This design comes from an exercise in tuning for small area and few clock cycles per item on the open sky130 flow, not from production work.
No run shown here included a check of the RTL's function; only the layout flow was run.

<file path="design/flow/flow/run.sh">
#!/bin/bash
set -euo pipefail
W=$PWD
rm -rf "$W/scripts_mod"
cp -r "$FLOW_HOME/scripts" "$W/scripts_mod"
cp "$W/flow/abc.script" "$W/scripts_mod/abc_speed.script"
bash "$W/standard.sh" SCRIPTS_DIR="$W/scripts_mod" SYNTH_ARGS=-noabc ADDER_MAP_FILE= \
  "CTS_ARGS=-sink_clustering_enable -repair_clock_nets -dont_use_dummy_load -buf_list sky130_fd_sc_hd__clkbuf_8 -sink_clustering_size 15 -sink_clustering_max_diameter 70" \
  finish > "$W/orfs_make.log" 2>&1
</file>
<file path="design/flow/flow/abc.script">
strash
dch
amap
buffer -c
topo
stime -c
upsize -c
dnsize -c
</file>
<file path="design/flow/standard.sh">
#!/bin/bash
# synth_recipe.tcl (not shown) runs the flow's synth.tcl, then flattens the netlist and writes it again
# the make line also repeats each setting of config.mk as NAME=value (left out here)
make -C /OpenROAD-flow-scripts/flow DESIGN_CONFIG=/design/flow/config.mk WORK_HOME=/design/flow/orfs CLKGATE_MAP_FILE= SYNTH_SCRIPT=/design/flow/synth_recipe.tcl "${@:-finish}"
</file>
<file path="design/flow/config.mk">
export PLATFORM = sky130hd
export DESIGN_NAME = md5_pipe
export DESIGN_NICKNAME = md5_pipe
export VERILOG_FILES = /design/flow/design.v
export SDC_FILE = /design/flow/constraint.sdc
export NUM_CORES = 8
export LEC_CHECK = 0
export CAP_MARGIN = 20
export CORE_MARGIN = 2
export CORE_UTILIZATION = 50
export GPL_TIMING_DRIVEN = 0
export SLEW_MARGIN = 20
</file>
<file path="design/flow/constraint.sdc">
create_clock -name core_clock -period 12.5 [get_ports {clk}]
set_input_delay 2.5000 -clock core_clock [delete_from_list [all_inputs] [get_ports {clk}]]
set_output_delay 2.5000 -clock core_clock [all_outputs]
set_load 0.01 [all_outputs]
</file>
<file path="design/flow/design.v">
module md5 (
    input          clk,
    input          rst_n,
    input          in_valid,
    input  [63:0]  msg,
    output         out_valid,
    output [127:0] hash,
    output [63:0]  out_msg
);
wire [31:0] m0_in = {msg[39:32], msg[47:40], msg[55:48], msg[63:56]};
wire [31:0] m1_in = {msg[7:0], msg[15:8], msg[23:16], msg[31:24]};
reg [31:0] s1_b2, s1_b1, s1_m0, s1_m1;
reg [31:0] s2_t4, s2_b4, s2_b3, s2_x5, s2_m0, s2_m1;
reg [31:0] s3_t6, s3_b6, s3_b5, s3_x7, s3_m0, s3_m1;
reg [31:0] s4_t8, s4_b8, s4_b7, s4_x9, s4_m0, s4_m1;
reg [31:0] s5_t10, s5_b10, s5_b9, s5_x11, s5_m0, s5_m1;
reg [31:0] s6_t12, s6_b12, s6_b11, s6_x13, s6_m0, s6_m1;
reg [31:0] s7_t14, s7_b14, s7_b13, s7_x15, s7_m0, s7_m1;
reg [31:0] s8_t16, s8_b16, s8_b15, s8_x17, s8_m0, s8_m1;
reg [31:0] s9_t18, s9_b18, s9_b17, s9_x19, s9_m0, s9_m1;
reg [31:0] s10_t20, s10_b20, s10_b19, s10_x21, s10_m0, s10_m1;
reg [31:0] s11_t22, s11_b22, s11_b21, s11_x23, s11_m0, s11_m1;
reg [31:0] s12_t24, s12_b24, s12_b23, s12_x25, s12_m0, s12_m1;
reg [31:0] s13_t26, s13_b26, s13_b25, s13_x27, s13_m0, s13_m1;
reg [31:0] s14_t28, s14_b28, s14_b27, s14_x29, s14_m0, s14_m1;
reg [31:0] s15_t30, s15_b30, s15_b29, s15_x31, s15_m0, s15_m1;
reg [31:0] s16_t32, s16_b32, s16_b31, s16_x33, s16_m0, s16_m1;
reg [31:0] s17_t34, s17_b34, s17_b33, s17_x35, s17_m0, s17_m1;
reg [31:0] s18_t36, s18_b36, s18_b35, s18_x37, s18_m0, s18_m1;
reg [31:0] s19_t38, s19_b38, s19_b37, s19_x39, s19_m0, s19_m1;
reg [31:0] s20_t40, s20_b40, s20_b39, s20_x41, s20_m0, s20_m1;
reg [31:0] s21_t42, s21_b42, s21_b41, s21_x43, s21_m0, s21_m1;
reg [31:0] s22_t44, s22_b44, s22_b43, s22_x45, s22_m0, s22_m1;
reg [31:0] s23_t46, s23_b46, s23_b45, s23_x47, s23_m0, s23_m1;
reg [31:0] s24_t48, s24_b48, s24_b47, s24_x49, s24_m0, s24_m1;
reg [31:0] s25_t50, s25_b50, s25_b49, s25_x51, s25_m0, s25_m1;
reg [31:0] s26_t52, s26_b52, s26_b51, s26_x53, s26_m0, s26_m1;
reg [31:0] s27_t54, s27_b54, s27_b53, s27_x55, s27_m0, s27_m1;
reg [31:0] s28_t56, s28_b56, s28_b55, s28_x57, s28_m0, s28_m1;
reg [31:0] s29_t58, s29_b58, s29_b57, s29_x59, s29_m0, s29_m1;
reg [31:0] s30_t60, s30_b60, s30_b59, s30_x61, s30_m0, s30_m1;
reg [31:0] s31_t62, s31_b62, s31_b61, s31_x63, s31_m0, s31_m1;
reg [31:1] v;
always @(posedge clk) begin
    v <= {v[30:1], in_valid} & {31{rst_n}};
end
wire [31:0] f0 = (32'hefcdab89 & 32'h98badcfe) | (~32'hefcdab89 & 32'h10325476);
wire [31:0] x0 = m0_in + 32'h3eafc779;
wire [31:0] t0 = add32_io(x0, f0);
wire [31:0] b1 = 32'hefcdab89 + {t0[24:0], t0[31:25]};
wire [31:0] f1 = (b1 & 32'hefcdab89) | (~b1 & 32'h98badcfe);
wire [31:0] x1 = m1_in + 32'hf8fa0bcc;
wire [31:0] t1 = add32_io(x1, f1);
wire [31:0] b2 = add32_io(b1, {t1[19:0], t1[31:20]});
always @(posedge clk) begin
    s1_b2 <= b2;
    s1_b1 <= b1;
    s1_m0 <= m0_in;
    s1_m1 <= m1_in;
end
wire [31:0] f2 = (s1_b2 & s1_b1) | (~s1_b2 & 32'hefcdab89);
wire [31:0] t2 = 32'hbcdb4e59 + f2;
wire [31:0] b3 = add32(s1_b2, {t2[14:0], t2[31:15]});
wire [31:0] f3 = (b3 & s1_b2) | (~b3 & s1_b1);
wire [31:0] t3 = 32'hb18b7a77 + f3;
wire [31:0] b4 = add32(b3, {t3[9:0], t3[31:10]});
wire [31:0] f4 = (b4 & b3) | (~b4 & s1_b2);
wire [31:0] x4 = s1_b1 + 32'hf57c0faf;
wire [31:0] t4 = add32(x4, f4);
wire [31:0] px5 = s1_b2 + 32'h4787c62a;
always @(posedge clk) begin
    s2_t4 <= t4;
    s2_b4 <= b4;
    s2_b3 <= b3;
    s2_x5 <= px5;
    s2_m0 <= s1_m0;
    s2_m1 <= s1_m1;
end
wire [31:0] b5 = add32(s2_b4, {s2_t4[24:0], s2_t4[31:25]});
wire [31:0] f5 = (b5 & s2_b4) | (~b5 & s2_b3);
wire [31:0] t5 = add32(s2_x5, f5);
wire [31:0] b6 = add32(b5, {t5[19:0], t5[31:20]});
wire [31:0] f6 = (b6 & b5) | (~b6 & s2_b4);
wire [31:0] x6 = s2_b3 + 32'ha8304613;
wire [31:0] t6 = add32(x6, f6);
wire [31:0] px7 = s2_b4 + 32'hfd469501;
always @(posedge clk) begin
    s3_t6 <= t6;
    s3_b6 <= b6;
    s3_b5 <= b5;
    s3_x7 <= px7;
    s3_m0 <= s2_m0;
    s3_m1 <= s2_m1;
end
wire [31:0] b7 = add32(s3_b6, {s3_t6[14:0], s3_t6[31:15]});
wire [31:0] f7 = (b7 & s3_b6) | (~b7 & s3_b5);
wire [31:0] t7 = add32(s3_x7, f7);
wire [31:0] b8 = add32(b7, {t7[9:0], t7[31:10]});
wire [31:0] f8 = (b8 & b7) | (~b8 & s3_b6);
wire [31:0] x8 = s3_b5 + 32'h698098d8;
wire [31:0] t8 = add32(x8, f8);
wire [31:0] px9 = s3_b6 + 32'h8b44f7af;
always @(posedge clk) begin
    s4_t8 <= t8;
    s4_b8 <= b8;
    s4_b7 <= b7;
    s4_x9 <= px9;
    s4_m0 <= s3_m0;
    s4_m1 <= s3_m1;
end
wire [31:0] b9 = add32(s4_b8, {s4_t8[24:0], s4_t8[31:25]});
wire [31:0] f9 = (b9 & s4_b8) | (~b9 & s4_b7);
wire [31:0] t9 = add32(s4_x9, f9);
wire [31:0] b10 = add32(b9, {t9[19:0], t9[31:20]});
wire [31:0] f10 = (b10 & b9) | (~b10 & s4_b8);
wire [31:0] x10 = s4_b7 + 32'hffff5bb1;
wire [31:0] t10 = add32(x10, f10);
wire [31:0] px11 = s4_b8 + 32'h895cd7be;
always @(posedge clk) begin
    s5_t10 <= t10;
    s5_b10 <= b10;
    s5_b9 <= b9;
    s5_x11 <= px11;
    s5_m0 <= s4_m0;
    s5_m1 <= s4_m1;
end
wire [31:0] b11 = add32(s5_b10, {s5_t10[14:0], s5_t10[31:15]});
wire [31:0] f11 = (b11 & s5_b10) | (~b11 & s5_b9);
wire [31:0] t11 = add32(s5_x11, f11);
wire [31:0] b12 = add32(b11, {t11[9:0], t11[31:10]});
wire [31:0] f12 = (b12 & b11) | (~b12 & s5_b10);
wire [31:0] x12 = s5_b9 + 32'h6b901122;
wire [31:0] t12 = add32(x12, f12);
wire [31:0] px13 = s5_b10 + 32'hfd987193;
always @(posedge clk) begin
    s6_t12 <= t12;
    s6_b12 <= b12;
    s6_b11 <= b11;
    s6_x13 <= px13;
    s6_m0 <= s5_m0;
    s6_m1 <= s5_m1;
end
wire [31:0] b13 = add32(s6_b12, {s6_t12[24:0], s6_t12[31:25]});
wire [31:0] f13 = (b13 & s6_b12) | (~b13 & s6_b11);
wire [31:0] t13 = add32(s6_x13, f13);
wire [31:0] b14 = add32(b13, {t13[19:0], t13[31:20]});
wire [31:0] f14 = (b14 & b13) | (~b14 & s6_b12);
wire [31:0] x14 = s6_b11 + 32'ha67943ce;
wire [31:0] t14 = add32(x14, f14);
wire [31:0] px15 = s6_b12 + 32'h49b40821;
always @(posedge clk) begin
    s7_t14 <= t14;
    s7_b14 <= b14;
    s7_b13 <= b13;
    s7_x15 <= px15;
    s7_m0 <= s6_m0;
    s7_m1 <= s6_m1;
end
wire [31:0] b15 = add32(s7_b14, {s7_t14[14:0], s7_t14[31:15]});
wire [31:0] f15 = (b15 & s7_b14) | (~b15 & s7_b13);
wire [31:0] t15 = add32(s7_x15, f15);
wire [31:0] b16 = add32(b15, {t15[9:0], t15[31:10]});
wire [31:0] f16 = (s7_b14 & b16) | (b15 & ~s7_b14);
wire [31:0] x16 = s7_b13 + 32'hf61e2562 + s7_m1;
wire [31:0] t16 = add32(x16, f16);
wire [31:0] px17 = s7_b14 + 32'hc040b340;
always @(posedge clk) begin
    s8_t16 <= t16;
    s8_b16 <= b16;
    s8_b15 <= b15;
    s8_x17 <= px17;
    s8_m0 <= s7_m0;
    s8_m1 <= s7_m1;
end
wire [31:0] b17 = add32(s8_b16, {s8_t16[26:0], s8_t16[31:27]});
wire [31:0] f17 = (s8_b15 & b17) | (s8_b16 & ~s8_b15);
wire [31:0] t17 = add32(s8_x17, f17);
wire [31:0] b18 = add32(b17, {t17[22:0], t17[31:23]});
wire [31:0] f18 = (s8_b16 & b18) | (b17 & ~s8_b16);
wire [31:0] x18 = s8_b15 + 32'h265e5a51;
wire [31:0] t18 = add32(x18, f18);
wire [31:0] px19 = s8_b16 + 32'he9b6c7aa + s8_m0;
always @(posedge clk) begin
    s9_t18 <= t18;
    s9_b18 <= b18;
    s9_b17 <= b17;
    s9_x19 <= px19;
    s9_m0 <= s8_m0;
    s9_m1 <= s8_m1;
end
wire [31:0] b19 = add32(s9_b18, {s9_t18[17:0], s9_t18[31:18]});
wire [31:0] f19 = (s9_b17 & b19) | (s9_b18 & ~s9_b17);
wire [31:0] t19 = add32(s9_x19, f19);
wire [31:0] b20 = add32(b19, {t19[11:0], t19[31:12]});
wire [31:0] f20 = (s9_b18 & b20) | (b19 & ~s9_b18);
wire [31:0] x20 = s9_b17 + 32'hd62f105d;
wire [31:0] t20 = add32(x20, f20);
wire [31:0] px21 = s9_b18 + 32'h02441453;
always @(posedge clk) begin
    s10_t20 <= t20;
    s10_b20 <= b20;
    s10_b19 <= b19;
    s10_x21 <= px21;
    s10_m0 <= s9_m0;
    s10_m1 <= s9_m1;
end
wire [31:0] b21 = add32(s10_b20, {s10_t20[26:0], s10_t20[31:27]});
wire [31:0] f21 = (s10_b19 & b21) | (s10_b20 & ~s10_b19);
wire [31:0] t21 = add32(s10_x21, f21);
wire [31:0] b22 = add32(b21, {t21[22:0], t21[31:23]});
wire [31:0] f22 = (s10_b20 & b22) | (b21 & ~s10_b20);
wire [31:0] x22 = s10_b19 + 32'hd8a1e681;
wire [31:0] t22 = add32(x22, f22);
wire [31:0] px23 = s10_b20 + 32'he7d3fbc8;
always @(posedge clk) begin
    s11_t22 <= t22;
    s11_b22 <= b22;
    s11_b21 <= b21;
    s11_x23 <= px23;
    s11_m0 <= s10_m0;
    s11_m1 <= s10_m1;
end
wire [31:0] b23 = add32(s11_b22, {s11_t22[17:0], s11_t22[31:18]});
wire [31:0] f23 = (s11_b21 & b23) | (s11_b22 & ~s11_b21);
wire [31:0] t23 = add32(s11_x23, f23);
wire [31:0] b24 = add32(b23, {t23[11:0], t23[31:12]});
wire [31:0] f24 = (s11_b22 & b24) | (b23 & ~s11_b22);
wire [31:0] x24 = s11_b21 + 32'h21e1cde6;
wire [31:0] t24 = add32(x24, f24);
wire [31:0] px25 = s11_b22 + 32'hc3370816;
always @(posedge clk) begin
    s12_t24 <= t24;
    s12_b24 <= b24;
    s12_b23 <= b23;
    s12_x25 <= px25;
    s12_m0 <= s11_m0;
    s12_m1 <= s11_m1;
end
wire [31:0] b25 = add32(s12_b24, {s12_t24[26:0], s12_t24[31:27]});
wire [31:0] f25 = (s12_b23 & b25) | (s12_b24 & ~s12_b23);
wire [31:0] t25 = add32(s12_x25, f25);
wire [31:0] b26 = add32(b25, {t25[22:0], t25[31:23]});
wire [31:0] f26 = (s12_b24 & b26) | (b25 & ~s12_b24);
wire [31:0] x26 = s12_b23 + 32'hf4d50d87;
wire [31:0] t26 = add32(x26, f26);
wire [31:0] px27 = s12_b24 + 32'h455a14ed;
always @(posedge clk) begin
    s13_t26 <= t26;
    s13_b26 <= b26;
    s13_b25 <= b25;
    s13_x27 <= px27;
    s13_m0 <= s12_m0;
    s13_m1 <= s12_m1;
end
wire [31:0] b27 = add32(s13_b26, {s13_t26[17:0], s13_t26[31:18]});
wire [31:0] f27 = (s13_b25 & b27) | (s13_b26 & ~s13_b25);
wire [31:0] t27 = add32(s13_x27, f27);
wire [31:0] b28 = add32(b27, {t27[11:0], t27[31:12]});
wire [31:0] f28 = (s13_b26 & b28) | (b27 & ~s13_b26);
wire [31:0] x28 = s13_b25 + 32'ha9e3e905;
wire [31:0] t28 = add32(x28, f28);
wire [31:0] px29 = s13_b26 + 32'hfcefa478;
always @(posedge clk) begin
    s14_t28 <= t28;
    s14_b28 <= b28;
    s14_b27 <= b27;
    s14_x29 <= px29;
    s14_m0 <= s13_m0;
    s14_m1 <= s13_m1;
end
wire [31:0] b29 = add32(s14_b28, {s14_t28[26:0], s14_t28[31:27]});
wire [31:0] f29 = (s14_b27 & b29) | (s14_b28 & ~s14_b27);
wire [31:0] t29 = add32(s14_x29, f29);
wire [31:0] b30 = add32(b29, {t29[22:0], t29[31:23]});
wire [31:0] f30 = (s14_b28 & b30) | (b29 & ~s14_b28);
wire [31:0] x30 = s14_b27 + 32'h676f02d9;
wire [31:0] t30 = add32(x30, f30);
wire [31:0] px31 = s14_b28 + 32'h8d2a4c8a;
always @(posedge clk) begin
    s15_t30 <= t30;
    s15_b30 <= b30;
    s15_b29 <= b29;
    s15_x31 <= px31;
    s15_m0 <= s14_m0;
    s15_m1 <= s14_m1;
end
wire [31:0] b31 = add32(s15_b30, {s15_t30[17:0], s15_t30[31:18]});
wire [31:0] f31 = (s15_b29 & b31) | (s15_b30 & ~s15_b29);
wire [31:0] t31 = add32(s15_x31, f31);
wire [31:0] b32 = add32(b31, {t31[11:0], t31[31:12]});
wire [31:0] f32 = b32 ^ b31 ^ s15_b30;
wire [31:0] x32 = s15_b29 + 32'hfffa3942;
wire [31:0] t32 = add32(x32, f32);
wire [31:0] px33 = s15_b30 + 32'h8771f681;
always @(posedge clk) begin
    s16_t32 <= t32;
    s16_b32 <= b32;
    s16_b31 <= b31;
    s16_x33 <= px33;
    s16_m0 <= s15_m0;
    s16_m1 <= s15_m1;
end
wire [31:0] b33 = add32(s16_b32, {s16_t32[27:0], s16_t32[31:28]});
wire [31:0] f33 = b33 ^ s16_b32 ^ s16_b31;
wire [31:0] t33 = add32(s16_x33, f33);
wire [31:0] b34 = add32(b33, {t33[20:0], t33[31:21]});
wire [31:0] f34 = b34 ^ b33 ^ s16_b32;
wire [31:0] x34 = s16_b31 + 32'h6d9d6122;
wire [31:0] t34 = add32(x34, f34);
wire [31:0] px35 = s16_b32 + 32'hfde5384c;
always @(posedge clk) begin
    s17_t34 <= t34;
    s17_b34 <= b34;
    s17_b33 <= b33;
    s17_x35 <= px35;
    s17_m0 <= s16_m0;
    s17_m1 <= s16_m1;
end
wire [31:0] b35 = add32(s17_b34, {s17_t34[15:0], s17_t34[31:16]});
wire [31:0] f35 = b35 ^ s17_b34 ^ s17_b33;
wire [31:0] t35 = add32(s17_x35, f35);
wire [31:0] b36 = add32(b35, {t35[8:0], t35[31:9]});
wire [31:0] f36 = b36 ^ b35 ^ s17_b34;
wire [31:0] x36 = s17_b33 + 32'ha4beea44 + s17_m1;
wire [31:0] t36 = add32(x36, f36);
wire [31:0] px37 = s17_b34 + 32'h4bdecfa9;
always @(posedge clk) begin
    s18_t36 <= t36;
    s18_b36 <= b36;
    s18_b35 <= b35;
    s18_x37 <= px37;
    s18_m0 <= s17_m0;
    s18_m1 <= s17_m1;
end
wire [31:0] b37 = add32(s18_b36, {s18_t36[27:0], s18_t36[31:28]});
wire [31:0] f37 = b37 ^ s18_b36 ^ s18_b35;
wire [31:0] t37 = add32(s18_x37, f37);
wire [31:0] b38 = add32(b37, {t37[20:0], t37[31:21]});
wire [31:0] f38 = b38 ^ b37 ^ s18_b36;
wire [31:0] x38 = s18_b35 + 32'hf6bb4b60;
wire [31:0] t38 = add32(x38, f38);
wire [31:0] px39 = s18_b36 + 32'hbebfbc70;
always @(posedge clk) begin
    s19_t38 <= t38;
    s19_b38 <= b38;
    s19_b37 <= b37;
    s19_x39 <= px39;
    s19_m0 <= s18_m0;
    s19_m1 <= s18_m1;
end
wire [31:0] b39 = add32(s19_b38, {s19_t38[15:0], s19_t38[31:16]});
wire [31:0] f39 = b39 ^ s19_b38 ^ s19_b37;
wire [31:0] t39 = add32(s19_x39, f39);
wire [31:0] b40 = add32(b39, {t39[8:0], t39[31:9]});
wire [31:0] f40 = b40 ^ b39 ^ s19_b38;
wire [31:0] x40 = s19_b37 + 32'h289b7ec6;
wire [31:0] t40 = add32(x40, f40);
wire [31:0] px41 = s19_b38 + 32'heaa127fa + s19_m0;
always @(posedge clk) begin
    s20_t40 <= t40;
    s20_b40 <= b40;
    s20_b39 <= b39;
    s20_x41 <= px41;
    s20_m0 <= s19_m0;
    s20_m1 <= s19_m1;
end
wire [31:0] b41 = add32(s20_b40, {s20_t40[27:0], s20_t40[31:28]});
wire [31:0] f41 = b41 ^ s20_b40 ^ s20_b39;
wire [31:0] t41 = add32(s20_x41, f41);
wire [31:0] b42 = add32(b41, {t41[20:0], t41[31:21]});
wire [31:0] f42 = b42 ^ b41 ^ s20_b40;
wire [31:0] x42 = s20_b39 + 32'hd4ef3085;
wire [31:0] t42 = add32(x42, f42);
wire [31:0] px43 = s20_b40 + 32'h04881d05;
always @(posedge clk) begin
    s21_t42 <= t42;
    s21_b42 <= b42;
    s21_b41 <= b41;
    s21_x43 <= px43;
    s21_m0 <= s20_m0;
    s21_m1 <= s20_m1;
end
wire [31:0] b43 = add32(s21_b42, {s21_t42[15:0], s21_t42[31:16]});
wire [31:0] f43 = b43 ^ s21_b42 ^ s21_b41;
wire [31:0] t43 = add32(s21_x43, f43);
wire [31:0] b44 = add32(b43, {t43[8:0], t43[31:9]});
wire [31:0] f44 = b44 ^ b43 ^ s21_b42;
wire [31:0] x44 = s21_b41 + 32'hd9d4d039;
wire [31:0] t44 = add32(x44, f44);
wire [31:0] px45 = s21_b42 + 32'he6db99e5;
always @(posedge clk) begin
    s22_t44 <= t44;
    s22_b44 <= b44;
    s22_b43 <= b43;
    s22_x45 <= px45;
    s22_m0 <= s21_m0;
    s22_m1 <= s21_m1;
end
wire [31:0] b45 = add32(s22_b44, {s22_t44[27:0], s22_t44[31:28]});
wire [31:0] f45 = b45 ^ s22_b44 ^ s22_b43;
wire [31:0] t45 = add32(s22_x45, f45);
wire [31:0] b46 = add32(b45, {t45[20:0], t45[31:21]});
wire [31:0] f46 = b46 ^ b45 ^ s22_b44;
wire [31:0] x46 = s22_b43 + 32'h1fa27cf8;
wire [31:0] t46 = add32(x46, f46);
wire [31:0] px47 = s22_b44 + 32'hc4ac56e5;
always @(posedge clk) begin
    s23_t46 <= t46;
    s23_b46 <= b46;
    s23_b45 <= b45;
    s23_x47 <= px47;
    s23_m0 <= s22_m0;
    s23_m1 <= s22_m1;
end
wire [31:0] b47 = add32(s23_b46, {s23_t46[15:0], s23_t46[31:16]});
wire [31:0] f47 = b47 ^ s23_b46 ^ s23_b45;
wire [31:0] t47 = add32(s23_x47, f47);
wire [31:0] b48 = add32(b47, {t47[8:0], t47[31:9]});
wire [31:0] f48 = b47 ^ (b48 | ~s23_b46);
wire [31:0] x48 = s23_b45 + 32'hf4292244 + s23_m0;
wire [31:0] t48 = add32(x48, f48);
wire [31:0] px49 = s23_b46 + 32'h432aff97;
always @(posedge clk) begin
    s24_t48 <= t48;
    s24_b48 <= b48;
    s24_b47 <= b47;
    s24_x49 <= px49;
    s24_m0 <= s23_m0;
    s24_m1 <= s23_m1;
end
wire [31:0] b49 = add32(s24_b48, {s24_t48[25:0], s24_t48[31:26]});
wire [31:0] f49 = s24_b48 ^ (b49 | ~s24_b47);
wire [31:0] t49 = add32(s24_x49, f49);
wire [31:0] b50 = add32(b49, {t49[21:0], t49[31:22]});
wire [31:0] f50 = b49 ^ (b50 | ~s24_b48);
wire [31:0] x50 = s24_b47 + 32'hab9423e7;
wire [31:0] t50 = add32(x50, f50);
wire [31:0] px51 = s24_b48 + 32'hfc93a039;
always @(posedge clk) begin
    s25_t50 <= t50;
    s25_b50 <= b50;
    s25_b49 <= b49;
    s25_x51 <= px51;
    s25_m0 <= s24_m0;
    s25_m1 <= s24_m1;
end
wire [31:0] b51 = add32(s25_b50, {s25_t50[16:0], s25_t50[31:17]});
wire [31:0] f51 = s25_b50 ^ (b51 | ~s25_b49);
wire [31:0] t51 = add32(s25_x51, f51);
wire [31:0] b52 = add32(b51, {t51[10:0], t51[31:11]});
wire [31:0] f52 = b51 ^ (b52 | ~s25_b50);
wire [31:0] x52 = s25_b49 + 32'h655b59c3;
wire [31:0] t52 = add32(x52, f52);
wire [31:0] px53 = s25_b50 + 32'h8f0ccc92;
always @(posedge clk) begin
    s26_t52 <= t52;
    s26_b52 <= b52;
    s26_b51 <= b51;
    s26_x53 <= px53;
    s26_m0 <= s25_m0;
    s26_m1 <= s25_m1;
end
wire [31:0] b53 = add32(s26_b52, {s26_t52[25:0], s26_t52[31:26]});
wire [31:0] f53 = s26_b52 ^ (b53 | ~s26_b51);
wire [31:0] t53 = add32(s26_x53, f53);
wire [31:0] b54 = add32(b53, {t53[21:0], t53[31:22]});
wire [31:0] f54 = b53 ^ (b54 | ~s26_b52);
wire [31:0] x54 = s26_b51 + 32'hffeff47d;
wire [31:0] t54 = add32(x54, f54);
wire [31:0] px55 = s26_b52 + 32'h85845dd1 + s26_m1;
always @(posedge clk) begin
    s27_t54 <= t54;
    s27_b54 <= b54;
    s27_b53 <= b53;
    s27_x55 <= px55;
    s27_m0 <= s26_m0;
    s27_m1 <= s26_m1;
end
wire [31:0] b55 = add32(s27_b54, {s27_t54[16:0], s27_t54[31:17]});
wire [31:0] f55 = s27_b54 ^ (b55 | ~s27_b53);
wire [31:0] t55 = add32(s27_x55, f55);
wire [31:0] b56 = add32(b55, {t55[10:0], t55[31:11]});
wire [31:0] f56 = b55 ^ (b56 | ~s27_b54);
wire [31:0] x56 = s27_b53 + 32'h6fa87e4f;
wire [31:0] t56 = add32(x56, f56);
wire [31:0] px57 = s27_b54 + 32'hfe2ce6e0;
always @(posedge clk) begin
    s28_t56 <= t56;
    s28_b56 <= b56;
    s28_b55 <= b55;
    s28_x57 <= px57;
    s28_m0 <= s27_m0;
    s28_m1 <= s27_m1;
end
wire [31:0] b57 = add32(s28_b56, {s28_t56[25:0], s28_t56[31:26]});
wire [31:0] f57 = s28_b56 ^ (b57 | ~s28_b55);
wire [31:0] t57 = add32(s28_x57, f57);
wire [31:0] b58 = add32(b57, {t57[21:0], t57[31:22]});
wire [31:0] f58 = b57 ^ (b58 | ~s28_b56);
wire [31:0] x58 = s28_b55 + 32'ha3014314;
wire [31:0] t58 = add32(x58, f58);
wire [31:0] px59 = s28_b56 + 32'h4e0811a1;
always @(posedge clk) begin
    s29_t58 <= t58;
    s29_b58 <= b58;
    s29_b57 <= b57;
    s29_x59 <= px59;
    s29_m0 <= s28_m0;
    s29_m1 <= s28_m1;
end
wire [31:0] b59 = add32(s29_b58, {s29_t58[16:0], s29_t58[31:17]});
wire [31:0] f59 = s29_b58 ^ (b59 | ~s29_b57);
wire [31:0] t59 = add32(s29_x59, f59);
wire [31:0] b60 = add32(b59, {t59[10:0], t59[31:11]});
wire [31:0] f60 = b59 ^ (b60 | ~s29_b58);
wire [31:0] x60 = s29_b57 + 32'hf7537e82;
wire [31:0] t60 = add32(x60, f60);
wire [31:0] px61 = s29_b58 + 32'hbd3af235;
always @(posedge clk) begin
    s30_t60 <= t60;
    s30_b60 <= b60;
    s30_b59 <= b59;
    s30_x61 <= px61;
    s30_m0 <= s29_m0;
    s30_m1 <= s29_m1;
end
wire [31:0] b61 = add32(s30_b60, {s30_t60[25:0], s30_t60[31:26]});
wire [31:0] f61 = s30_b60 ^ (b61 | ~s30_b59);
wire [31:0] t61 = add32(s30_x61, f61);
wire [31:0] b62 = add32(b61, {t61[21:0], t61[31:22]});
wire [31:0] f62 = b61 ^ (b62 | ~s30_b60);
wire [31:0] x62 = s30_b59 + 32'h2ad7d33b;
wire [31:0] t62 = add32(x62, f62);
wire [31:0] px63 = s30_b60 + 32'heb86d391;
always @(posedge clk) begin
    s31_t62 <= t62;
    s31_b62 <= b62;
    s31_b61 <= b61;
    s31_x63 <= px63;
    s31_m0 <= s30_m0;
    s31_m1 <= s30_m1;
end
wire [31:0] b63 = add32_io(s31_b62, {s31_t62[16:0], s31_t62[31:17]});
wire [31:0] f63 = s31_b62 ^ (b63 | ~s31_b61);
wire [31:0] t63 = add32_io(s31_x63, f63);
wire [31:0] bh1 = b63 + 32'hefcdab89;
wire [31:0] hb = add32_io(bh1, {t63[10:0], t63[31:11]});
wire [31:0] ha = s31_b61 + 32'h67452301;
wire [31:0] hc = b63 + 32'h98badcfe;
wire [31:0] hd = s31_b62 + 32'h10325476;
assign hash = {{ha[7:0], ha[15:8], ha[23:16], ha[31:24]}, {hb[7:0], hb[15:8], hb[23:16], hb[31:24]}, {hc[7:0], hc[15:8], hc[23:16], hc[31:24]}, {hd[7:0], hd[15:8], hd[23:16], hd[31:24]}};
assign out_msg = {{s31_m0[7:0], s31_m0[15:8], s31_m0[23:16], s31_m0[31:24]}, {s31_m1[7:0], s31_m1[15:8], s31_m1[23:16], s31_m1[31:24]}};
assign out_valid = v[31];
function [31:0] add32;    
    input [31:0] a, b;
    reg [31:0] g, p;
    reg [15:0] G, P, Gn, Pn;
    reg [32:0] c;
    integer l, i;
    begin
        g = a & b; p = a ^ b;
        for (i = 0; i < 16; i = i + 1) begin
            G[i] = g[2*i+1] | (p[2*i+1] & g[2*i]);
            P[i] = p[2*i+1] & p[2*i];
        end
        for (l = 0; l < 4; l = l + 1) begin
            Gn = G; Pn = P;
            for (i = 0; i < 16; i = i + 1)
                if (((i + 1) % (2 << l)) == 0) begin
                    Gn[i] = G[i] | (P[i] & G[i - (1 << l)]);
                    Pn[i] = P[i] & P[i - (1 << l)];
                end
            G = Gn; P = Pn;
        end
        for (l = 2; l >= 0; l = l - 1) begin
            Gn = G; Pn = P;
            for (i = 0; i < 16; i = i + 1)
                if (((i + 1) % (2 << l)) == (1 << l) && i >= (2 << l)) begin
                    Gn[i] = G[i] | (P[i] & G[i - (1 << l)]);
                    Pn[i] = P[i] & P[i - (1 << l)];
                end
            G = Gn; P = Pn;
        end
        c[0] = 1'b0;
        for (i = 0; i < 16; i = i + 1) begin
            c[2*i+1] = g[2*i] | (p[2*i] & c[2*i]);
            c[2*i+2] = G[i];
        end
        add32 = a ^ b ^ c[31:0];
    end
endfunction
function [31:0] add32_io;    
    input [31:0] a, b;
    reg [31:0] g, p, gn, pn;
    integer l, i, j;
    begin
        g = a & b; p = a ^ b;
        for (l = 0; l < 5; l = l + 1) begin
            gn = g; pn = p;
            for (i = 0; i < 32; i = i + 1)
                if ((i >> l) & 1) begin
                    j = ((i >> l) << l) - 1;
                    gn[i] = g[i] | (p[i] & g[j]);
                    pn[i] = p[i] & p[j];
                end
            g = gn; p = pn;
        end
        add32_io = a ^ b ^ {g[30:0], 1'b0};
    end
endfunction
endmodule
module md5_pipe (
    input          clk,
    input          rst_n,       
    input          in_valid,
    output         in_ready,
    input  [63:0]  msg,         
    output         out_valid,
    output [127:0] hash,        
    output [63:0]  out_msg      
);
assign in_ready = 1'b1;
md5 core (
    .clk      (clk),
    .rst_n    (rst_n),
    .in_valid (in_valid),
    .msg      (msg),
    .out_valid(out_valid),
    .hash     (hash),
    .out_msg  (out_msg)
);
endmodule
</file>
==> results by group, run 1 <==
Outcome
  – Status: failed layout checks
  – Fail Reasons: setup timing

Die
  – Row Count: 279
  – Die H: 766 um
  – Initial Utilization: 50.2%
  – Core ar.: 578000 um2
  – Top-Level Pins: 261
  – Die area: 587000 um2
  – Die Width: 766 um

Synthesis
  – Yosys reg bits: 5919
  – Top cells by count, synth: nor2_1, nand2_1, o21ai_0
  – Mapped Cells: 42800
  – Net count after synthesis: 42900
  – Synthesis Warnings: 1
  – Simple-gate share of the synthesized area: 20.8%
  – Post-synthesis average cell area: 6.78 um2
  – Largest family of logic cells by synthesized area: compound AO/OA/AOI/OAI gates
  – Adder-cell share of the synthesized area: 0%
  – Compound-Gate Fraction of Synth Area: 31.3%
  – Most frequent cell after synthesis: nor2_1
  – Synth Cell Area: 290000 um2
  – Main synth FF type: dfxtp_1
  – EDFF count, synth: 0
  – Post-synth top area share: 40.8%
  – Post-synth cell types: 96
  – Dominant cells by area after synthesis: dfxtp_1, o21ai_0, a21oi_1, nor2_1, nand2_1
  – Sequential share of the synthesized area: 40.8%
  – Synth Area in XOR/XNOR: 0.461%
  – Mux share of post-synthesis cell area: 0%
  – FFs w/ async S/R, synth: 0%
  – Post-synth top area cell: dfxtp_1

Setup path
  – Worst r2r path cells: 97
  – CP startpoint kind: flop
  – Critical Path Fanout Max: 4
  – Crit end category: primary output
  – Crit-path most repeated cell: nor2_2
  – Critical path arrival: 10190 ps
  – FF-to-FF setup slack: 510 ps
  – CP top delay family: compound AO/OA/AOI/OAI gates
  – Crit path from: core.s31_b62[1]$_DFF_P_
  – CP Class: reg2out
  – Crit-path slowest cell: dfxtp_4
  – CP required: 10000 ps
  – Crit Reg-Reg Endpoint: core.s2_t4[31]$_DFF_P_
  – Slowest stage delay, CP: 390 ps
  – Crit Reg-Reg Startpoint: core.s1_b2[0]$_DFF_P_
  – Worst path depth: 67
  – Buf+Inv Stages, Crit Path: 7

Run
  – Max-Cap Viols: 0

GRT
  – Largest net degree at the start of global routing: 17
  – Number of global-route vias before repair: 247000
  – Grt ovf: 0
  – First-pass GRT wire length: 1490000 um
  – All-layer global routing usage: 33.4%
  – Initial antenna violation count: 144

Drt
  – Drt drc: 0
  – Initial DRT Pass Iterations: 8
  – Routed via count: 286000
  – Remaining antenna violation count after routing: 0
  – Vias per Instance: 5.54
  – DRT iter0 DRCs: 27000
  – Wirelength per Cell: 20.1 um
  – Final WL: 1040000 um

STA
  – Worst slew pin tran: 1300 ps
  – Fmax: 78.8 MHz
  – Final hold slack: 266 ps
  – RSZ-0062 raised after global routing: yes
  – Headroom to the max-slew limit: 12.4%
  – Fin crit period: 12690 ps
  – Final hold violation count: 0
  – Fin crit share: 102%
  – Setup_tns: -842 ps
  – Fin worst setup slack: -193 ps
  – Pins Over Slew Limit: 0
  – Setup violations, final: 9
  – Setup Skew: 159 ps

Min path
  – Min-Delay Path Class: reg2reg
  – Hold path start: core.s27_m1[12]$_DFF_P_
  – Hold Path Stages: 0
  – WHS Endpoint: core.s28_m1[12]$_DFF_P_

Placed design
  – Final RePlAce weighted congestion: 1.01
  – Port bufs: 259
  – Place WS: -1900 ps
  – Hpwl dp: 871000 um

Clock network
  – CTS H-Tree Depth: 6
  – Clock root cell: clkbuf_8
  – Clock Latency Late Sink: 1370 ps
  – Bufs on Longest Clock Path: 4
  – Clk slew on worst S/H paths: 100 ps
  – Clock sink count: 5919
  – CTS tree: yes
  – CTS Buf Count: 543

Final layout
  – Share of layout cells above drive strength 1: 4.41%
  – Net count reported at finish: 43900
  – Fin util: 54.7%
  – Post-synthesis to final-layout area growth: 8.92%
[cell families after synthesis]
kind of cell | Yosys count
AOI/OAI and AO/OA | 16300
xor gates and xnor gates | 153
buffers and inverters | 5065
DFF | 5919
other | 1
and+or+nand+nor | 15400
[per-stage QoR]
step | std cells | area (um2)
after detailed placement | 50800 | 303000
after CTS | 51500 | 312000
final | 51700 | 316000
after floorplan | 42800 | 290000
after global routing | 51600 | 316000
after global placement | 50800 | 303000
[worst reg2reg max path, delay by kind of cell (launching register included)]
family / cells / cell delay (ps)
AO/OA/AOI/OAI: 21 / 3890
buffers and inverters: 18 / 1380
flip-flops: 1 / 390
AND/OR/NAND/NOR: 58 / 6340
[what timing repair did]
| action | 4_1_cts | 5_1_grt |
|---|---|---|
| setup endpoints to repair | 91 | 333 |
| hold buffers | 0 | 0 |
| cloned | 0 | 0 |
| setup buffers | 91 | 102 |
| resized for setup | 218 | 971 |
| pin swaps | 29 | 149 |
[area by class of cell]
class                      count  area, um2
fill                       55900     262000
buffer                        23       97.6
clock buffer                 543       7470
multi-input combinational  31900     157000
sequential                  5919     119000
antenna                      127        318
timing repair buffer         455       4060
tap                         7727       9670
inverter                    5042      18900
[worst max path at each step]
stage	end
after floorplan	core.s1_b2[26]$_DFF_P_
after global placement	core.s1_b2[27]$_DFF_P_
after detailed placement	core.s1_b2[27]$_DFF_P_
after CTS	hash[68]
after global routing	hash[68]
final	hash[68]
[cells in the final DEF, fill, tap and decap left out, types with 139 or more instances in the layout]
master,n
clkdlybuf4s50_1,239
nor2_1,7364
o21a_1,974
a21oi_2,253
nor3_1,185
o21ai_1,250
and2_1,141
clkbuf_8,543
a21o_1,353
buf_4,188
o22ai_1,1086
nand4_1,145
a31oi_1,592
a21oi_1,5400
nor2b_1,149
dfxtp_1,5895
or2_2,172
nand2_1,6720
o21ai_0,6194
inv_1,4984
o221ai_1,139
[routing by layer]
metal	up-vias	GRT usage, %	share of wire, %
met2	9403	54.2	44
li1	148000	-	-
met3	1662	5.02	8.5
met4	38	11.7	4.1
met5	-	0	0.025
met1	127000	45.3	43
==> run 2: changes to the inputs <==
--- a/design/flow/design.v
+++ b/design/flow/design.v
@@ -46,12 +46,12 @@
 end
 wire [31:0] f0 = (32'hefcdab89 & 32'h98badcfe) | (~32'hefcdab89 & 32'h10325476);
 wire [31:0] x0 = m0_in + 32'h3eafc779;
-wire [31:0] t0 = add32_io(x0, f0);
+wire [31:0] t0 = add32(x0, f0);
 wire [31:0] b1 = 32'hefcdab89 + {t0[24:0], t0[31:25]};
 wire [31:0] f1 = (b1 & 32'hefcdab89) | (~b1 & 32'h98badcfe);
 wire [31:0] x1 = m1_in + 32'hf8fa0bcc;
-wire [31:0] t1 = add32_io(x1, f1);
-wire [31:0] b2 = add32_io(b1, {t1[19:0], t1[31:20]});
+wire [31:0] t1 = add32(x1, f1);
+wire [31:0] b2 = add32(b1, {t1[19:0], t1[31:20]});
 always @(posedge clk) begin
     s1_b2 <= b2;
     s1_b1 <= b1;
@@ -540,11 +540,10 @@
     s31_m0 <= s30_m0;
     s31_m1 <= s30_m1;
 end
-wire [31:0] b63 = add32_io(s31_b62, {s31_t62[16:0], s31_t62[31:17]});
+wire [31:0] b63 = add32(s31_b62, {s31_t62[16:0], s31_t62[31:17]});
 wire [31:0] f63 = s31_b62 ^ (b63 | ~s31_b61);
-wire [31:0] t63 = add32_io(s31_x63, f63);
-wire [31:0] bh1 = b63 + 32'hefcdab89;
-wire [31:0] hb = add32_io(bh1, {t63[10:0], t63[31:11]});
+wire [31:0] t63 = add32(s31_x63, f63);
+wire [31:0] hb = b63 + {t63[10:0], t63[31:11]} + 32'hefcdab89;
 wire [31:0] ha = s31_b61 + 32'h67452301;
 wire [31:0] hc = b63 + 32'h98badcfe;
 wire [31:0] hd = s31_b62 + 32'h10325476;
@@ -589,25 +588,6 @@
         add32 = a ^ b ^ c[31:0];
     end
 endfunction
-function [31:0] add32_io;    
-    input [31:0] a, b;
-    reg [31:0] g, p, gn, pn;
-    integer l, i, j;
-    begin
-        g = a & b; p = a ^ b;
-        for (l = 0; l < 5; l = l + 1) begin
-            gn = g; pn = p;
-            for (i = 0; i < 32; i = i + 1)
-                if ((i >> l) & 1) begin
-                    j = ((i >> l) << l) - 1;
-                    gn[i] = g[i] | (p[i] & g[j]);
-                    pn[i] = p[i] & p[j];
-                end
-            g = gn; p = pn;
-        end
-        add32_io = a ^ b ^ {g[30:0], 1'b0};
-    end
-endfunction
 endmodule
 module md5_pipe (
     input          clk,
--- a/design/flow/config.mk
+++ b/design/flow/config.mk
@@ -8,5 +8,5 @@
 export CAP_MARGIN = 20
 export CORE_MARGIN = 2
 export CORE_UTILIZATION = 50
-export GPL_TIMING_DRIVEN = 0
+export GPL_TIMING_DRIVEN = 1
 export SLEW_MARGIN = 20
==> run 2 against run 1 <==
Count of clock-buffer cells in the layout is 5 lower. Hold slack worse by 5.5 ps. The run now finishes clean. First-iteration DRC count increased by 4.1%. Via count grew 1.4%. Routed wire length up 2.9%. Critical path depth shrank 4. Register-to-register slack better by 340 ps. Sequential share of layout area decreased by 0.29 points.
==> results by group, run 2 <==
Outcome
  – Status: no timing/DRC/antenna violations

STA
  – Fin crit period: 11870 ps (-821 ps)
  – Fin worst setup slack: 628 ps (+821 ps)
  – Fin crit share: 95.0% (-6.6 points)
  – Worst slew pin tran: 1290 ps (-12.6 ps)
  – Headroom to the max-slew limit: 13.2% (+0.85 points)
  – Pins Over Slew Limit: 0 (unchanged)
  – Fmax: 84.2 MHz (+6.9%)
  – Final hold violation count: 0 (unchanged)
  – Setup Skew: 140 ps (-19.4 ps)
  – Setup violations, final: 0 (-9)
  – Setup_tns: 0 ps (+842 ps)

Clock network
  – Clk slew on worst S/H paths: 90 ps (about the same)
  – Bufs on Longest Clock Path: 4 (unchanged)
  – CTS tree: yes
  – CTS Buf Count: 538 (-0.92%)
  – Clock sink count: 5919 (unchanged)
  – CTS H-Tree Depth: 6 (unchanged)
  – Hold_buf cts: 0 (unchanged)
  – Clock Latency Late Sink: 1330 ps (-40 ps)
  – Clock root cell: clkbuf_8

Run
  – Max-Cap Viols: 0 (unchanged)

Drt
  – Met3 routed WL: 91800 um (+3.6%)
  – DRT iter0 DRCs: 28100 (+4.1%)
  – Wirelength per Cell: 20.5 um (+2.0%)
  – Vias per Instance: 5.56 (+0.45%)
  – Drt drc: 0 (unchanged)
  – Wl on met1: 455000 um (+0.96%)
  – Initial DRT Pass Iterations: 7 (-1)
  – Met2 wire len: 472000 um (+3.3%)
  – Top sig layer: met5
  – Final WL: 1070000 um (+2.9%)
  – Remaining antenna violation count after routing: 0 (unchanged)
  – Routed via count: 290000 (+1.4%)

Setup path
  – Critical path arrival: 9370 ps (-820 ps)
  – Crit-path slowest cell: dfxtp_4
  – Buf+Inv Stages, Crit Path: 8 (+1)
  – CP top delay family: compound AO/OA/AOI/OAI gates
  – Crit end category: primary output
  – CP startpoint kind: flop
  – CP required: 10000 ps (about the same)
  – CP Class: reg2out
  – Slowest stage delay, CP: 360 ps (-30 ps)
  – Crit-path most repeated cell: a21oi_2
  – Critical Path Fanout Max: 3 (-1)

Min path
  – Min-Delay Path Class: reg2reg

Synthesis
  – Synth Cell Area: 290000 um2 (-0.14%)
  – Post-synth top area share: 40.9% (+0.055 points)
  – Top cells by count, synth: nor2_1, nand2_1, o21ai_0
  – Dominant cells by area after synthesis: dfxtp_1, o21ai_0, a21oi_1, nor2_1, nand2_1
  – Synthesis Warnings: 1 (unchanged)
  – Main synth FF type: dfxtp_1
  – Most frequent cell after synthesis: nor2_1
  – Post-synthesis average cell area: 6.78 um2 (about the same)
  – Sequential share of the synthesized area: 40.9% (+0.055 points)
  – EDFF count, synth: 0 (unchanged)
  – Mapped Cells: 42800 (-0.16%)
  – Net count after synthesis: 42800 (-0.16%)
  – FFs w/ async S/R, synth: 0% (unchanged)
  – Post-synth cell types: 90 (-6.3%)
  – Yosys reg bits: 5919 (unchanged)
  – Post-synth top area cell: dfxtp_1

Die
  – Top-Level Pins: 261 (unchanged)
  – Row Count: 279 (unchanged)
  – Core ar.: 578000 um2 (about the same)
  – Die H: 766 um (about the same)
  – Initial Utilization: 50.2% (about the same)
  – Die area: 586000 um2 (-0.13%)
  – Die Width: 766 um (about the same)

Placed design
  – Place WS: -983 ps (+914 ps)
  – Hpwl dp: 903000 um (+3.6%)
  – Final RePlAce weighted congestion: 1.00 (-0.27%)
  – Port bufs: 259 (unchanged)

Final layout
  – Share of layout cells above drive strength 1: 5.16% (+0.74 points)
  – Fillcell total: 55700 (-0.48%)
  – Post-synthesis to final-layout area growth: 9.89%
  – Commonest non-fill, non-tap cells in the layout: nor2_1, nand2_1, o21ai_0, dfxtp_1, a21oi_1
  – Commonest non-fill, non-tap cell in the layout: nor2_1
  – Fin util: 55.2% (+0.44 points)
  – Net count reported at finish: 44400 (+1.1%)

GRT
  – Number of global-route vias before repair: 251000 (+1.9%)
  – Grt ovf: 0 (unchanged)
  – Largest net degree at the start of global routing: 32 (+15)
  – First-pass GRT wire length: 1530000 um (+3.0%)
  – Initial antenna violation count: 136 (-5.6%)
  – All-layer global routing usage: 34.7% (+1.2 points)
-- run 2: changes by cell type after synthesis, sizes merged, moves of 12 or more --
cell	before	now
inv	5041	4961
nor2	7466	7417
o22ai	1119	1078
nand2	6792	6830
o21ai	6560	6594
nor2b	151	131
xor2	138	119
or2	187	205
a21oi	5693	5709
o21a	976	991
a31oi	641	653
nor4	86	98
-- run 2: timing repair --
| item | in CTS | in global routing |
|---|---|---|
| gates resized for setup | 73 | 805 |
| setup buffers | 4 | 50 |
| pin swaps | 16 | 116 |
| endpoints found under the setup margin | 13 | 262 |
-- run 2: worst reg2reg max path: cells and delay by family, from the launching register on --
kind	cells	cell delay, ps
compound gates	28	7530
flops	1	430
simple gates	23	2820
buf+inv	5	710
-- run 2: cell families after synthesis --
| kind of cell | count (synthesis) | share of synthesized area [%] |
|---|---|---|
| DFF | 5919 | 40.9 |
| other | 1 | 0.00129 |
| AOI/OAI and AO/OA | 16400 | 31.4 |
| xor gates and xnor gates | 129 | 0.390 |
| and+or+nand+nor | 15400 | 20.9 |
| buffers and inverters | 4984 | 6.45 |
-- run 2: cell type report --
cell class                      instances  area, um2  area share [%]
Multi-Input combinational cell      31900     156000            48.9
Sequential cell                      5919     119000            37.2
Inverter                             4962      18600            5.84
Tap cell                             7727       9670            3.03
Timing Repair Buffer                 1051       8530            2.68
Clock buffer                          538       7400            2.32
Antenna cell                           90        225          0.0707
-- run 2: metal layers --
layer | track usage (%) | vias up
li1 | - | 149000
met3 | 5.59 | 1971
met1 | 45.9 | 128000
met4 | 13.8 | 55
met5 | 0 | -
met2 | 56.5 | 10500
-- run 2: worst paths after layout --
check | start | end | slack [ps] | depth (start not counted)
worst max-delay path | core.s31_t62[18]$_DFF_P_ | hash[71] | 630 | 63
worst max register to register | core.s7_b14[1]$_DFF_P_ | core.s8_t16[30]$_DFF_P_ | 850 | 56
worst min register to register | core.s4_m0[21]$_DFF_P_ | core.s5_m0[21]$_DFF_P_ | 260 | 0
worst min-delay path | core.s4_m0[21]$_DFF_P_ | core.s5_m0[21]$_DFF_P_ | 260 | 0
-- run 2: through the flow --
step	hold WS [ps]	instance area [um2]	cells
6_report	261	319000	52200
5_1_grt	264	319000	52100
4_1_cts	252	315000	52000
3_5_place_dp	312	308000	51500
3_3_place_gp	309	308000	51500
2_1_floorplan	310	290000	42800
==> run 3: changes to the inputs <==
--- a/design/flow/design.v
+++ b/design/flow/design.v
@@ -46,12 +46,12 @@
 end
 wire [31:0] f0 = (32'hefcdab89 & 32'h98badcfe) | (~32'hefcdab89 & 32'h10325476);
 wire [31:0] x0 = m0_in + 32'h3eafc779;
-wire [31:0] t0 = add32(x0, f0);
+wire [31:0] t0 = add32_io(x0, f0);
 wire [31:0] b1 = 32'hefcdab89 + {t0[24:0], t0[31:25]};
 wire [31:0] f1 = (b1 & 32'hefcdab89) | (~b1 & 32'h98badcfe);
 wire [31:0] x1 = m1_in + 32'hf8fa0bcc;
-wire [31:0] t1 = add32(x1, f1);
-wire [31:0] b2 = add32(b1, {t1[19:0], t1[31:20]});
+wire [31:0] t1 = add32_io(x1, f1);
+wire [31:0] b2 = add32_io(b1, {t1[19:0], t1[31:20]});
 always @(posedge clk) begin
     s1_b2 <= b2;
     s1_b1 <= b1;
@@ -540,9 +540,9 @@
     s31_m0 <= s30_m0;
     s31_m1 <= s30_m1;
 end
-wire [31:0] b63 = add32(s31_b62, {s31_t62[16:0], s31_t62[31:17]});
+wire [31:0] b63 = add32_io(s31_b62, {s31_t62[16:0], s31_t62[31:17]});
 wire [31:0] f63 = s31_b62 ^ (b63 | ~s31_b61);
-wire [31:0] t63 = add32(s31_x63, f63);
+wire [31:0] t63 = add32_io(s31_x63, f63);
 wire [31:0] hb = b63 + {t63[10:0], t63[31:11]} + 32'hefcdab89;
 wire [31:0] ha = s31_b61 + 32'h67452301;
 wire [31:0] hc = b63 + 32'h98badcfe;
@@ -553,41 +553,53 @@
 function [31:0] add32;    
     input [31:0] a, b;
     reg [31:0] g, p;
-    reg [15:0] G, P, Gn, Pn;
+    reg [7:0] G, P, Gn, Pn;
     reg [32:0] c;
-    integer l, i;
+    integer l, i, j, k;
     begin
         g = a & b; p = a ^ b;
-        for (i = 0; i < 16; i = i + 1) begin
-            G[i] = g[2*i+1] | (p[2*i+1] & g[2*i]);
-            P[i] = p[2*i+1] & p[2*i];
+        for (i = 0; i < 8; i = i + 1) begin
+            G[i] = g[4*i+3] | (p[4*i+3] & (g[4*i+2] | (p[4*i+2] & (g[4*i+1] | (p[4*i+1] & g[4*i])))));
+            P[i] = p[4*i+3] & p[4*i+2] & p[4*i+1] & p[4*i];
         end
-        for (l = 0; l < 4; l = l + 1) begin
+        for (l = 0; l < 3; l = l + 1) begin
             Gn = G; Pn = P;
-            for (i = 0; i < 16; i = i + 1)
-                if (((i + 1) % (2 << l)) == 0) begin
-                    Gn[i] = G[i] | (P[i] & G[i - (1 << l)]);
-                    Pn[i] = P[i] & P[i - (1 << l)];
-                end
-            G = Gn; P = Pn;
-        end
-        for (l = 2; l >= 0; l = l - 1) begin
-            Gn = G; Pn = P;
-            for (i = 0; i < 16; i = i + 1)
-                if (((i + 1) % (2 << l)) == (1 << l) && i >= (2 << l)) begin
-                    Gn[i] = G[i] | (P[i] & G[i - (1 << l)]);
-                    Pn[i] = P[i] & P[i - (1 << l)];
+            for (i = 0; i < 8; i = i + 1)
+                if ((i >> l) & 1) begin
+                    j = ((i >> l) << l) - 1;
+                    Gn[i] = G[i] | (P[i] & G[j]);
+                    Pn[i] = P[i] & P[j];
                 end
             G = Gn; P = Pn;
         end
         c[0] = 1'b0;
-        for (i = 0; i < 16; i = i + 1) begin
-            c[2*i+1] = g[2*i] | (p[2*i] & c[2*i]);
-            c[2*i+2] = G[i];
+        for (i = 0; i < 8; i = i + 1) begin
+            for (k = 0; k < 3; k = k + 1)
+                c[4*i+k+1] = g[4*i+k] | (p[4*i+k] & c[4*i+k]);
+            c[4*i+4] = G[i];
         end
         add32 = a ^ b ^ c[31:0];
     end
 endfunction
+function [31:0] add32_io;    
+    input [31:0] a, b;
+    reg [31:0] g, p, gn, pn;
+    integer l, i, j;
+    begin
+        g = a & b; p = a ^ b;
+        for (l = 0; l < 5; l = l + 1) begin
+            gn = g; pn = p;
+            for (i = 0; i < 32; i = i + 1)
+                if ((i >> l) & 1) begin
+                    j = ((i >> l) << l) - 1;
+                    gn[i] = g[i] | (p[i] & g[j]);
+                    pn[i] = p[i] & p[j];
+                end
+            g = gn; p = pn;
+        end
+        add32_io = a ^ b ^ {g[30:0], 1'b0};
+    end
+endfunction
 endmodule
 module md5_pipe (
     input          clk,
==> run 3 against run 2 <==
Now fails the layout checks on setup timing. Die area is 0.32% lower. Sequential cell count stayed put. Routed wire length is 0.15% lower. Critical path depth is 14 higher.
==> results by group, run 3 <==
Drt
  – Remaining antenna violation count after routing: 0 (unchanged)
  – Vias per Instance: 5.56 (about the same)
  – Final WL: 1070000 um (-0.15%)
  – Initial DRT Pass Iterations: 30 (+23)
  – DRT iter0 DRCs: 27800 (-1.2%)
  – Routed via count: 287000 (-1.1%)
  – Wirelength per Cell: 20.7 um (+0.86%)
  – Drt drc: 0 (unchanged)

STA
  – Pins Over Slew Limit: 0 (unchanged)
  – Headroom to the max-slew limit: 18.0% (+4.7 points)
  – Setup violations, final: 12 (+12)
  – Setup Skew: 121 ps (-19.2 ps)
  – Final hold slack: 245 ps (-16.0 ps)
  – Setup_tns: -7180 ps (-7180 ps)
  – Worst slew pin tran: 1220 ps (-70.4 ps)
  – RSZ-0062 raised after global routing: yes
  – Fin worst setup slack: -937 ps (-1560 ps)
  – Final hold violation count: 0 (unchanged)
  – Fin crit share: 107% (+13 points)
  – Fmax: 74.4 MHz (-12%)
  – Fin crit period: 13440 ps (+1560 ps)

Final layout
  – Commonest non-fill, non-tap cells in the layout: nor2_1, a21oi_1, dfxtp_1, nand2_1, o21ai_0
  – Commonest non-fill, non-tap cell in the layout: nor2_1
  – Fillcell total: 55200 (-0.83%)
  – Multi-input logic area: 157000 um2 (+0.73%)
  – Post-synthesis to final-layout area growth: 11.8%
  – Net count reported at finish: 43900 (-1.1%)
  – Fin area: 323000 um2 (+1.4%)
  – Share of layout cells above drive strength 1: 7.90% (+2.7 points)
  – Register area: 119000 um2 (about the same)

Die
  – Die area: 584000 um2 (-0.32%)
  – Die H: 764 um (-0.16%)
  – Die Width: 764 um (-0.16%)
  – Top-Level Pins: 261 (unchanged)
  – Row Count: 279 (unchanged)
  – Core ar.: 577000 um2 (-0.18%)
  – Initial Utilization: 50.1% (-0.073 points)

Min path
  – WHS Endpoint: core.s5_m0[16]$_DFF_P_
  – Hold Path Stages: 0 (unchanged)
  – Min-Delay Path Class: reg2reg
  – Hold path start: core.s4_m0[16]$_DFF_P_

Clock network
  – CTS Buf Count: 536 (-0.37%)
  – Clock sink count: 5919 (unchanged)
  – CTS H-Tree Depth: 6 (unchanged)
  – Clk slew on worst S/H paths: 80 ps (about the same)
  – Clock root cell: clkbuf_8
  – CTS tree: yes
  – Hold_buf cts: 0 (unchanged)
  – Clock Latency Late Sink: 1310 ps (-20 ps)
  – Bufs on Longest Clock Path: 4 (unchanged)

Setup path
  – FF-to-FF setup slack: 760 ps (-90 ps)
  – Critical Path Fanout Max: 4 (+1)
  – CP required: 10000 ps (about the same)
  – Crit end category: primary output
  – Critical path arrival: 10940 ps (+1570 ps)
  – Crit-path slowest cell: dfxtp_2
  – Crit-path most repeated cell: buf_4
  – Slowest stage delay, CP: 340 ps (-20 ps)
  – CP startpoint kind: flop
  – Worst r2r path cells: 89 (+59%)
  – Crit Reg-Reg Startpoint: core.s1_b2[0]$_DFF_P_
  – CP Class: reg2out
  – Crit Reg-Reg Endpoint: core.s2_t4[30]$_DFF_P_

GRT
  – First-pass GRT wire length: 1530000 um (-0.25%)
  – Largest net degree at the start of global routing: 32 (unchanged)
  – All-layer global routing usage: 34.6% (about the same)
  – Number of global-route vias before repair: 250000 (-0.61%)
  – GR peak layer: met2
  – M2 GR Usage: 56.1% (-0.42 points)
  – Global Route met1 Usage: 45.6% (-0.27 points)
  – Initial antenna violation count: 107 (-21%)
  – Met3 Track Usage GR: 5.39% (-0.20 points)
  – Grt ovf: 0 (unchanged)

Placed design
  – Final RePlAce weighted congestion: 1.01 (+0.68%)
  – Area after DPL: 308000 um2 (+0.15%)
  – Port bufs: 259 (unchanged)
  – Hpwl dp: 893000 um (-1.0%)

Synthesis
  – Post-synth cell types: 112 (+24%)
  – Main synth FF type: dfxtp_1
  – Sequential share of the synthesized area: 41.0% (+0.13 points)
  – FFs w/ async S/R, synth: 0% (unchanged)
  – Synthesis Warnings: 1 (unchanged)
  – Most frequent cell after synthesis: nor2_1
  – Top cells by count, synth: nor2_1, a21oi_1, dfxtp_1
  – Post-synthesis average cell area: 6.91 um2 (+1.9%)
  – Yosys reg bits: 5919 (unchanged)
  – Net count after synthesis: 41900 (-2.2%)
  – Synth Cell Area: 289000 um2 (-0.33%)
  – Post-synth top area cell: dfxtp_1
  – EDFF count, synth: 0 (unchanged)
  – Dominant cells by area after synthesis: dfxtp_1, a21oi_1, o21ai_0, nor2_1, nand2_1
  – Mapped Cells: 41800 (-2.2%)
  – Post-synth top area share: 41.0% (+0.13 points)

Outcome
  – Fail Reasons: setup timing
  – Status: failed layout checks

Run
  – Max-Cap Viols: 0 (unchanged)
-- run 3: layout make-up --
| type | instances | area share (%) |
|---|---|---|
| Inverter | 4966 | 5.77 |
| Multi-Input combinational cell | 30900 | 48.5 |
| Tap cell | 7727 | 2.99 |
| Sequential cell | 5919 | 36.7 |
| Clock buffer | 536 | 2.28 |
| Antenna cell | 64 | 0.0495 |
| Timing Repair Buffer | 1505 | 3.72 |
-- run 3: routing by layer --
metal | part of all wire, % | vias up
li1 | - | 148000
met1 | 43 | 127000
met2 | 44 | 9763
met3 | 8.3 | 1982
met4 | 5.3 | 40
met5 | 0.049 | -
-- run 3: metrics by stage --
stage,setup slack [ps],util [%],std cells
floorplan,862,-,41800
global placement,-1420,53.4,50700
detailed placement,-955,53.4,50700
CTS,-948,55.0,51400
global route,-1660,56.0,51600
finish,-937,56.1,51600
-- run 3: cells by family (layout without fill, tap and decap cells) --
group	after synthesis	count (layout)	synth area share, %
AOI/OAI and AO/OA	17000	17000	33.4
xor gates and xnor gates	56	56	0.170
buffers and inverters	4992	7007	6.49
DFF	5919	5919	41.0
other	1	65	0.00130
and+or+nand+nor	13900	13900	19.0
-- run 3: worst max path at each step --
stage,startpoint,endpoint,slack [ps]
3_5_place_dp,core.s31_t62[18]$_DFF_P_,hash[70],-950
5_1_grt,core.s31_b62[1]$_DFF_P_,hash[70],-1660
2_1_floorplan,core.s31_b62[1]$_DFF_P_,hash[70],860
4_1_cts,core.s31_b62[1]$_DFF_P_,hash[70],-950
3_3_place_gp,core.s31_t62[18]$_DFF_P_,hash[70],-1420
6_report,core.s31_b62[1]$_DFF_P_,hash[71],-940
-- run 3: what timing repair did --
item                                    4_1_cts  5_1_grt
buffers inserted                            188      145
gates resized for setup                     190     1243
gates cloned                                  0        0
pin swaps                                    66      181
endpoints found under the setup margin       19      318
-- run 3: worst max-delay path, delay by kind of cell (launching register included) --
family | cells | cell delay (ps)
AOI/OAI and AO/OA | 17 | 2330
buffers and inverters | 45 | 5690
DFF | 1 | 340
and+or+nand+nor | 15 | 1300

-- re-timing with driven ports --
Ports are ideal in the flow. The routed layouts listed here were re-timed in OpenROAD. Step 1 (the two cells are an assumption about what drives the block):
set clk [get_ports {clk}]
set_driving_cell -lib_cell sky130_fd_sc_hd__clkbuf_16 $clk
set_driving_cell -lib_cell sky130_fd_sc_hd__buf_2 [delete_from_list [all_inputs] $clk]
Step 2, shift: input delay + t, output delay - t, t = (earliest + latest rising clock arrival at the registers) / 2. This alone moves slack from input paths to output paths. a / b / c = ideal ports / drivers / drivers and shift; a / b = the first two.
run | shift t [ns] | setup slack, ns | latest minus earliest clock arrival (ns)
run 1 | 1.424 | -0.193 / -0.331 / -0.633 | 0.160 / 0.160
run 2 | 1.388 | 0.628 / 0.496 / -0.607 | 0.164 / 0.164
run 3 | 1.375 | -0.937 / -1.067 / -0.458 | 0.138 / 0.138
With both steps, setup timing fails in run 2, where it was met with ideal ports. For run 2, which loses most, drivers alone change the setup slack by -0.132 ns; drivers and shift together by -1.235 ns.
